Context: an optimization exercise on an open-source flow, tuned for small area and a short achievable clock period. The choices shown serve that exercise and are no tape-out recipe.

Setup of red:
==> flow/design.v (excerpt) <==
module fixed_point_alu (
    input clk,
    input rst,
    input [1:0] op,
    input signed [15:0] a,
    input signed [15:0] b,
    output signed [23:0] out,
    output overflow
);
    wire sub = op[0];
    wire [16:0] bx = {b[15], b} ^ {17{sub}};
    wire [17:0] acy;
    wire [16:0] addsub;
    assign acy[0] = sub;
    genvar ai;
    generate for (ai = 0; ai < 17; ai = ai + 1) begin : asum
        wire xa = (ai == 16) ? a[15] : a[ai];
        assign addsub[ai] = xa ^ bx[ai] ^ acy[ai];
        assign acy[ai+1] = (xa & bx[ai]) | (xa & acy[ai]) | (bx[ai] & acy[ai]);
    end endgenerate
    wire [16:0] bb = {b, 1'b0};
    wire [16:0] ax = {a[15], a};
    wire [17:0] ax2 = {a[15], a, 1'b0};
    wire bone0 = bb[1] ^ bb[0];
    wire btwo0 = (bb[2] & ~bb[1] & ~bb[0]) | (~bb[2] & bb[1] & bb[0]);
    wire bneg0 = bb[2];
    wire [16:0] bpp0 = ({17{bone0}} & ax | {17{btwo0}} & ax2[16:0]) ^ {17{bneg0}};
    wire bone1 = bb[3] ^ bb[2];
    wire btwo1 = (bb[4] & ~bb[3] & ~bb[2]) | (~bb[4] & bb[3] & bb[2]);
    wire bneg1 = bb[4];
    wire [16:0] bpp1 = ({17{bone1}} & ax | {17{btwo1}} & ax2[16:0]) ^ {17{bneg1}};
    wire bone2 = bb[5] ^ bb[4];
    wire btwo2 = (bb[6] & ~bb[5] & ~bb[4]) | (~bb[6] & bb[5] & bb[4]);
    wire bneg2 = bb[6];
    wire [16:0] bpp2 = ({17{bone2}} & ax | {17{btwo2}} & ax2[16:0]) ^ {17{bneg2}};
    wire bone3 = bb[7] ^ bb[6];
    wire btwo3 = (bb[8] & ~bb[7] & ~bb[6]) | (~bb[8] & bb[7] & bb[6]);
    wire bneg3 = bb[8];
    wire [16:0] bpp3 = ({17{bone3}} & ax | {17{btwo3}} & ax2[16:0]) ^ {17{bneg3}};
    wire bone4 = bb[9] ^ bb[8];
    wire btwo4 = (bb[10] & ~bb[9] & ~bb[8]) | (~bb[10] & bb[9] & bb[8]);
    wire bneg4 = bb[10];
    wire [16:0] bpp4 = ({17{bone4}} & ax | {17{btwo4}} & ax2[16:0]) ^ {17{bneg4}};
    wire bone5 = bb[11] ^ bb[10];
    wire btwo5 = (bb[12] & ~bb[11] & ~bb[10]) | (~bb[12] & bb[11] & bb[10]);
    wire bneg5 = bb[12];
    wire [16:0] bpp5 = ({17{bone5}} & ax | {17{btwo5}} & ax2[16:0]) ^ {17{bneg5}};
    wire bone6 = bb[13] ^ bb[12];
    wire btwo6 = (bb[14] & ~bb[13] & ~bb[12]) | (~bb[14] & bb[13] & bb[12]);
    wire bneg6 = bb[14];
  ...
Size: ~0.024 mm^2 of cells after synthesis.
Settings: LEC_CHECK=0, ABC_AREA=1, CAP_MARGIN=20, CORE_MARGIN=2, CORE_UTILIZATION=40, SLEW_MARGIN=20; clock period 60.0 ns.
standard.sh (not shown) runs the stock make flow with config.mk's settings and CLKGATE_MAP_FILE= SYNTH_SCRIPT=/design/flow/synth_recipe.tcl, a recipe that flattens the netlist after the stock synthesis.
==> flow/flow/run.sh <==
#!/bin/bash
# The standard layout (standard.sh), with timing repair asked for more setup
# slack than the clock needs, so that it sizes up the critical paths.
export SETUP_SLACK_MARGIN=0
export BUFFER_PORTS_ARGS="-buffer_cell sky130_fd_sc_hd__buf_2"
bash standard.sh > standard.log 2>&1
> inputs changed (red -> blue)
diff --git a/flow/flow/run.sh b/flow/flow/run.sh
--- a/flow/flow/run.sh
+++ b/flow/flow/run.sh
@@ -4 +4 @@
-export SETUP_SLACK_MARGIN=0
+export SETUP_SLACK_MARGIN=33
==> comparison <==
- The launch point of the critical path comes out e_r[13] in one run and e_r[4] in the other, namely in red and blue respectively.
- Sort red and blue by hold slack, ascending, and blue comes first.
- On clock buffer count from CTS, blue tracks red almost exactly.
- Quantity of gates resized following cts (lower): red
- When blue is set beside red, its highest fanout seen on the critical path turns out to be 31 smaller.
- Fraction of final layout cells sized beyond drive strength 1: lower on red
- Per the comparison of blue with red, area used by sequential logic in the layout went up 2.6%; growth of design area from synthesis to finish went up 18 points; final cell area excluding filler cells went up 17%.
Changes in green relative to blue:
diff --git a/flow/flow/run.sh b/flow/flow/run.sh
--- a/flow/flow/run.sh
+++ b/flow/flow/run.sh
@@ -4 +4 @@
-export SETUP_SLACK_MARGIN=33
+export SETUP_SLACK_MARGIN=30
==> comparison <==
Taking blue as the reference, in green final critical delay including setup and external delays higher, effective utilization at floorplan roughly the same.
green has fraction of area in multi-input gates above what blue had.
Function was not checked in any run of this note: the RTL went through the layout flow alone.

## port drivers added, routing unchanged
The flow's constraints put no driver on any port. The routed layouts listed below were extracted and timed again, unchanged, in two steps.
Step 1 (the two cells are an assumption about what drives the block):
set clk [get_ports {clk}]
set_driving_cell -lib_cell sky130_fd_sc_hd__clkbuf_16 $clk
set_driving_cell -lib_cell sky130_fd_sc_hd__buf_2 [delete_from_list [all_inputs] $clk]
Step 2 adds t to the input delays and takes it off the output delays; t is the mean of the earliest and latest rising clock arrival at the registers after step 1. Input paths then give back, and output paths get back, about the clock's delay inside the block.
Three values: no drivers, after step 1, after step 2; two values: the first two.
run | t (ns) | setup WS [ns] | worst setup path at the end | latest minus earliest clock arrival (ns) | worst data-port slew with drivers (ns)
red | 0.342 | 29.283 / 29.232 / 29.574 | register to output | 0.006 / 0.006 | 0.04
blue | 0.347 | 33.271 / 33.220 / 33.567 | register to output | 0.006 / 0.007 | 0.05
green | 0.344 | 31.415 / 31.364 / 31.536 | input to register | 0.006 / 0.006 | 0.04
After both steps every run listed still meets setup and hold.
